What follows belongs to an exercise in optimizing a design on an open flow for small area, a short achievable clock period and few clock cycles per item; a production flow would make more cautious choices.
The RTL was checked by simulation tests, not by an equivalence proof against the original design.

// PID
module PID(
    input clk,rst_n,
    input adc_complete,
    input [INPUT_BIT_WIDTH-1:0] sample,
    input wire signed[PARAMETER_BIT_WIDTH-1:0] target,
    input wire signed[PARAMETER_BIT_WIDTH-1:0] kp,
    input wire signed[PARAMETER_BIT_WIDTH-1:0] ki,
    input wire signed[PARAMETER_BIT_WIDTH-1:0] maximum_out,
    input wire signed[PARAMETER_BIT_WIDTH-1:0] minimum_out,
    input wire signed[PARAMETER_BIT_WIDTH-1:0] maximum_add,
    input wire signed[PARAMETER_BIT_WIDTH-1:0] minimum_add,
    output reg signed[PARAMETER_BIT_WIDTH-1:0] pi_out,
    output reg pi_valid
);
Size in the first run: roughly 190 flip-flops, about 220 I/O pins, roughly 24000 um2 of cells after synthesis.
Settings: LEC_CHECK=0, ABC_AREA=1, CAP_MARGIN=20, CORE_MARGIN=2, CORE_UTILIZATION=60, CTS_BUF_LIST=sky130_fd_sc_hd__clkbuf_4 sky130_fd_sc_hd__clkbuf_8, SETUP_SLACK_MARGIN=4.25, SLEW_MARGIN=20, BUFFER_PORTS_ARGS=-buffer_cell sky130_fd_sc_hd__buf_2, SYNTH_ARGS=-noabc; clock period 10.0 ns.
standard.sh (not shown) runs the stock make flow with config.mk's settings and CLKGATE_MAP_FILE= SYNTH_SCRIPT=/design/flow/synth_recipe.tcl, a recipe that flattens the netlist after the stock synthesis.
==> flow/flow/run.sh <==
#!/bin/bash
set -euo pipefail
echo 'export BUFFER_PORTS_ARGS = -buffer_cell sky130_fd_sc_hd__buf_2' >> config.mk
echo 'export SYNTH_ARGS = -noabc' >> config.mk
bash standard.sh finish > standard_flow.log 2>&1
Testbench counts at the start, summed over its fixed seeds: cycles 4,800, items 1,600.
Rerun with:
--- a/flow/config.mk
+++ b/flow/config.mk
@@ -12,2 +12 @@
-export CTS_BUF_LIST = sky130_fd_sc_hd__clkbuf_4 sky130_fd_sc_hd__clkbuf_8
-export SETUP_SLACK_MARGIN = 4.25
+export SETUP_SLACK_MARGIN = 4
=> The new run finished clean. Worst setup slack got worse by 0.14 ns. Core utilization rises by 0.38 points. Via count rises by 0.45%. Die area is unchanged.
Rerun with:
==> flow/flow/run.sh (replaced) <==
#!/bin/bash
set -euo pipefail
echo 'export BUFFER_PORTS_ARGS = -buffer_cell sky130_fd_sc_hd__buf_1' >> config.mk
echo 'export SYNTH_ARGS = -noabc' >> config.mk
bash standard.sh finish > standard_flow.log 2>&1
--- a/flow/config.mk
+++ b/flow/config.mk
@@ -14 +14 @@
-export BUFFER_PORTS_ARGS = -buffer_cell sky130_fd_sc_hd__buf_2
+export BUFFER_PORTS_ARGS = -buffer_cell sky130_fd_sc_hd__buf_1
The changed run completed without violations.
Routed wire length is lower by about 0.8%.
Fmax is lower by about 1.2%.
Critical path depth is lower by 9.
Die area does not change.
Core utilization is lower by 0.69 points.
Worst setup slack got worse by 0.069 ns.
Rerun with:
==> flow/flow/run.sh (replaced) <==
#!/bin/bash
set -euo pipefail
echo 'export BUFFER_PORTS_ARGS = -buffer_cell sky130_fd_sc_hd__buf_2' >> config.mk
bash standard.sh finish > standard_flow.log 2>&1
--- a/flow/config.mk
+++ b/flow/config.mk
@@ -11 +11 @@
-export CORE_UTILIZATION = 60
+export CORE_UTILIZATION = 40
@@ -14,2 +14 @@
-export BUFFER_PORTS_ARGS = -buffer_cell sky130_fd_sc_hd__buf_1
-export SYNTH_ARGS = -noabc
+export BUFFER_PORTS_ARGS = -buffer_cell sky130_fd_sc_hd__buf_2
Effect:
- The new run completed without violations
- synthesized cell count goes up by a few percent
- register-to-register slack got worse by 0.02 ns
- hold slack barely changes
- worst setup slack is worse by 0.037 ns
- area after synthesis is higher by a few percent

---

== blue ==
PID again, from the RTL that the note above started with.
export LEC_CHECK = 0
export ABC_AREA = 1
export CAP_MARGIN = 20
export CORE_MARGIN = 2
export CORE_UTILIZATION = 60
export SETUP_SLACK_MARGIN = 3.5
export SLEW_MARGIN = 20
export BUFFER_PORTS_ARGS = -buffer_cell sky130_fd_sc_hd__buf_2
create_clock -name core_clock -period 10.0 [get_ports {clk}]
==> flow/flow/run.sh <==
#!/bin/bash
set -euo pipefail
echo 'export BUFFER_PORTS_ARGS = -buffer_cell sky130_fd_sc_hd__buf_2' >> config.mk
bash standard.sh finish > standard_flow.log 2>&1
blue was carried through to the last stage, and its layout satisfied the timing, DRC and antenna checks.
Testbench counts of blue, summed over its fixed seeds: cycles 4,800, items 1,600.
The following lists how purple was set up differently from blue:
- swapping 3.5 for 4.5 in SETUP_SLACK_MARGIN
- putting CTS_BUF_LIST at sky130_fd_sc_hd__clkbuf_4 sky130_fd_sc_hd__clkbuf_8 where nothing was set
- putting SYNTH_ARGS at -noabc where nothing was set
--- a/flow/flow/run.sh
+++ b/flow/flow/run.sh
@@ -3,0 +4 @@
+echo 'export SYNTH_ARGS = -noabc' >> config.mk
[summary]
As of purple, wire length per cell had risen by a few percent compared to blue. purple: number of cells in the design after placement 221 below blue. purple vs. blue: total via count after detailed routing moved down; wire length after detailed routing decreased 1.4%; initial cell density of the core stayed essentially flat; die area moved down; maximum frequency saw an increase. The multi-input gate share of total cell area in purple was higher than what blue gave. The die extent in x reported for purple is smaller than that of blue by 1.2%. Of the two values seen for critical path startpoint, maximum_add[14] was produced by purple and minimum_add[16] by blue. purple falls short of blue in post-route worst hold slack.

---

## exp/xenon
Starting RTL as in the previous note.
==> flow/design.v (excerpt) <==
module PID(
    input clk,rst_n,
    input adc_complete,
    input [INPUT_BIT_WIDTH-1:0] sample,
    input wire signed[PARAMETER_BIT_WIDTH-1:0] target,
    input wire signed[PARAMETER_BIT_WIDTH-1:0] kp,
    input wire signed[PARAMETER_BIT_WIDTH-1:0] ki,
    input wire signed[PARAMETER_BIT_WIDTH-1:0] maximum_out,
    input wire signed[PARAMETER_BIT_WIDTH-1:0] minimum_out,
    input wire signed[PARAMETER_BIT_WIDTH-1:0] maximum_add,
    input wire signed[PARAMETER_BIT_WIDTH-1:0] minimum_add,
    output reg signed[PARAMETER_BIT_WIDTH-1:0] pi_out,
    output reg pi_valid
);
parameter PARAMETER_BIT_WIDTH = 26;
parameter INPUT_BIT_WIDTH = 12;
reg adc_q;
reg s2, s3;                        
reg signed [25:0] e1;
reg [25:0] kpi_r;
reg [25:0] p1a_r, p1b_r;
reg signed [25:0] c_a, c_b;        
wire s1 = adc_complete & ~adc_q;   
wire [25:0] e0 = target - {14'd0, sample};
wire ns2 = ~s2;                    
wire [25:0] mx = s2 ? kpi_r : kp;
wire bd0one0 = e1[0] ^ 1'b0;
wire bd0two1 = (e1[1] & ~e1[0] & ~1'b0) | (~e1[1] & e1[0] & 1'b0);
wire bd0n2 = e1[1] ^ ns2;
wire bd0p3 = ((bd0one0 & mx[0])) ^ bd0n2;
wire bd0p4 = ((bd0one0 & mx[1]) | (bd0two1 & mx[0])) ^ bd0n2;
wire bd0p5 = ((bd0one0 & mx[2]) | (bd0two1 & mx[1])) ^ bd0n2;
wire bd0p6 = ((bd0one0 & mx[3]) | (bd0two1 & mx[2])) ^ bd0n2;
wire bd0p7 = ((bd0one0 & mx[4]) | (bd0two1 & mx[3])) ^ bd0n2;
wire bd0p8 = ((bd0one0 & mx[5]) | (bd0two1 & mx[4])) ^ bd0n2;
  ...
clock: 10.0 ns
lec_check: 0
cap_margin: 20
core_margin: 2
core_utilization: 40
setup_slack_margin: 5
slew_margin: 20
run.sh (not shown) runs the stock make flow with config.mk's settings and CLKGATE_MAP_FILE= SYNTH_SCRIPT=/design/flow/synth_recipe.tcl, a recipe that flattens the netlist after the stock synthesis.
Stock flow here: none of the scripts above is used.
Testbench counts of exp/xenon, summed over its fixed seeds: cycles 4,800, items 1,600.
Inputs modified between exp/xenon and exp/umber:
Settings: SETUP_SLACK_MARGIN changed from 5 to 4.
[summary]
- Of the two values seen for beginning of the critical path, minimum_add[22] was produced by exp/xenon and maximum_add[13] by exp/umber.
- Compared with exp/xenon, in exp/umber hold slack stayed essentially flat, critical path buffer and inverter count down 3.
- exp/umber ended up with pi_out[25]$_DFFE_PN0P_ as its endpoint of the worst setup timing path; exp/xenon ended up with pi_out[12]$_DFFE_PN0P_.
- NOTE global-route wire length before repair exp/xenon->exp/umber decreased by a few percent

---

PID, a different RTL version from the one above (not shown whole).
Size: roughly 3200 cells after synthesis, ~190 flip-flops, roughly 220 I/O pins, ~27000 sq um of cells after synthesis.
==> flow/design.v (excerpt) <==
module PID(
    input clk,rst_n,
    input adc_complete,
    input [INPUT_BIT_WIDTH-1:0] sample,
    input wire signed[PARAMETER_BIT_WIDTH-1:0] target,
    input wire signed[PARAMETER_BIT_WIDTH-1:0] kp,
    input wire signed[PARAMETER_BIT_WIDTH-1:0] ki,
    input wire signed[PARAMETER_BIT_WIDTH-1:0] maximum_out,
    input wire signed[PARAMETER_BIT_WIDTH-1:0] minimum_out,
    input wire signed[PARAMETER_BIT_WIDTH-1:0] maximum_add,
    input wire signed[PARAMETER_BIT_WIDTH-1:0] minimum_add,
    output reg signed[PARAMETER_BIT_WIDTH-1:0] pi_out,
    output reg pi_valid
);
Settings: LEC_CHECK=0, CAP_MARGIN=20, CORE_MARGIN=2, CORE_UTILIZATION=40, SETUP_SLACK_MARGIN=2, SLEW_MARGIN=20; clock period 10.0 ns.
The first run went through all stages and came out clean.
Testbench counts at the start, summed over its fixed seeds: cycles 4,800, items 1,600.
Edit:
SETUP_SLACK_MARGIN = 3   (was 2)
Synthesized area does not change.
Cell area barely changes.
Worst setup slack improves by 0.65 ns.
Worst hold slack stays flat.
Flip-flop and latch count does not change.

---

RTL: one of the versions met above, not the one the previous note started from.
For scale: roughly 3200 cells after synthesis, about 190 flip-flops, ~220 I/O pins.
==> flow/config.mk <==
export PLATFORM = sky130hd
export DESIGN_NAME = PID
export DESIGN_NICKNAME = PID
export VERILOG_FILES = /design/flow/design.v
export SDC_FILE = /design/flow/constraint.sdc
export NUM_CORES = 4
export LEC_CHECK = 0
export ABC_AREA = 1
export CAP_MARGIN = 20
export CORE_MARGIN = 2
export CORE_UTILIZATION = 60
export SETUP_SLACK_MARGIN = 4.5
export SLEW_MARGIN = 20
export BUFFER_PORTS_ARGS = -buffer_cell sky130_fd_sc_hd__buf_2
==> flow/constraint.sdc <==
create_clock -name core_clock -period 10.0 [get_ports {clk}]
set_input_delay 2.0000 -clock core_clock [delete_from_list [all_inputs] [get_ports {clk}]]
set_output_delay 2.0000 -clock core_clock [all_outputs]
set_load 0.01 [all_outputs]
standard.sh (not shown) runs the stock make flow with config.mk's settings and CLKGATE_MAP_FILE= SYNTH_SCRIPT=/design/flow/synth_recipe.tcl, a recipe that flattens the netlist after the stock synthesis.
==> flow/flow/run.sh <==
#!/bin/bash
set -euo pipefail
echo 'export BUFFER_PORTS_ARGS = -buffer_cell sky130_fd_sc_hd__buf_2' >> config.mk
bash standard.sh finish > standard_flow.log 2>&1
Testbench counts at the start, summed over its fixed seeds: cycles 4,800, items 1,600.
Next try:
==> flow/flow/run.sh (replaced) <==
#!/bin/bash
set -euo pipefail
echo 'export BUFFER_PORTS_ARGS = -buffer_cell sky130_fd_sc_hd__buf_2' >> config.mk
echo 'export SYNTH_ARGS = -noabc' >> config.mk
bash standard.sh finish > standard_flow.log 2>&1
CORE_UTILIZATION = 40   (was 60)
SETUP_SLACK_MARGIN = 4   (was 4.5)
SYNTH_ARGS = -noabc   (was default)
What happened: Cell count goes down by 0.33%. Wire length went down by 7.0%.
Next try:
==> flow/run.sh (new file) <==
#!/bin/bash
# synth_recipe.tcl (not shown) runs the flow's synth.tcl, then flattens the netlist and writes it again
# the make line also repeats each setting of config.mk as NAME=value (left out here)
make -C /OpenROAD-flow-scripts/flow DESIGN_CONFIG=/design/flow/config.mk WORK_HOME=/design/flow/orfs CLKGATE_MAP_FILE= SYNTH_SCRIPT=/design/flow/synth_recipe.tcl finish
BUFFER_PORTS_ARGS = default   (was -buffer_cell sky130_fd_sc_hd__buf_2)
SETUP_SLACK_MARGIN = 5   (was 4)
SYNTH_ARGS = default   (was -noabc)
removed: flow/flow/run.sh
removed: flow/standard.sh
Result: Critical path depth decreases by 2; wire length rose by about a fifth; via count increases by roughly a tenth; sequential share of layout area fell by 2.9 points; worst setup slack improved by 0.18 ns; clock skew barely changes; final cell count came out higher by roughly a tenth; final area is higher by about a fifth; non-clock buffer count goes up by 209.

[port drivers added, routing unchanged]
The results above use ideal ports. As a check the final layouts listed here were re-extracted and re-timed, cells and wires unchanged. Step 1 sets driving cells, clkbuf_16 on the clock port and buf_2 on the other inputs (assumed; they add their load-dependent delay and slew). Step 2, shift: input delay + t, output delay - t, t = (earliest + latest rising clock arrival at the registers) / 2. This alone moves slack from input paths to output paths. Slacks: no drivers / after step 1 / after step 2; pairs: no drivers / after step 1.
| run | t, ns | setup slack, ns | worst hold slack (ns) | worst setup path at the end | clock arrival spread, ns |
|---|---|---|---|---|---|
| the first run of note 1 | 0.639 | 4.502 / 4.529 / 3.891 | 0.353 / 0.353 / 0.353 | input to register | 0.018 / 0.019 |
| the second run of note 1 | 0.564 | 4.361 / 4.403 / 3.839 | 0.350 / 0.350 / 0.350 | input to register | 0.015 / 0.015 |
| the third run of note 1 | 0.562 | 4.291 / 4.291 / 3.779 | 0.351 / 0.351 / 0.351 | input to register | 0.014 / 0.014 |
| the fourth run of note 1 | 0.570 | 4.255 / 4.251 / 3.681 | 0.349 / 0.349 / 0.349 | input to register | 0.026 / 0.026 |
| blue | 0.561 | 3.894 / 3.932 / 3.371 | 0.345 / 0.345 / 0.345 | input to register | 0.012 / 0.012 |
| purple | 0.639 | 4.470 / 4.497 / 3.864 | 0.341 / 0.341 / 0.341 | input to register | 0.027 / 0.027 |
| exp/xenon | 0.566 | 3.947 / 3.983 / 3.417 | 0.351 / 0.351 / 0.351 | input to register | 0.016 / 0.016 |
| exp/umber | 0.570 | 3.868 / 3.906 / 3.337 | 0.353 / 0.353 / 0.353 | input to register | 0.015 / 0.015 |
| the first run of note 4 | 0.554 | 2.561 / 2.590 / 2.036 | 0.354 / 0.354 / 0.354 | input to register | 0.022 / 0.023 |
| the second run of note 4 | 0.554 | 3.211 / 3.240 / 2.686 | 0.354 / 0.354 / 0.354 | input to register | 0.022 / 0.021 |
| the first run of note 5 | 0.550 | 4.498 / 4.536 / 3.986 | 0.349 / 0.349 / 0.349 | input to register | 0.014 / 0.014 |
| the second run of note 5 | 0.563 | 4.413 / 4.437 / 3.889 | 0.348 / 0.348 / 0.348 | input to register | 0.018 / 0.018 |
| the third run of note 5 | 0.565 | 4.598 / 4.635 / 4.070 | 0.335 / 0.335 / 0.335 | input to register | 0.021 / 0.020 |
After both steps setup and hold are still met in every run listed. The setup slack of the first run of note 1, which loses most, moves by +0.027 ns with the drivers and by -0.611 ns with both steps.
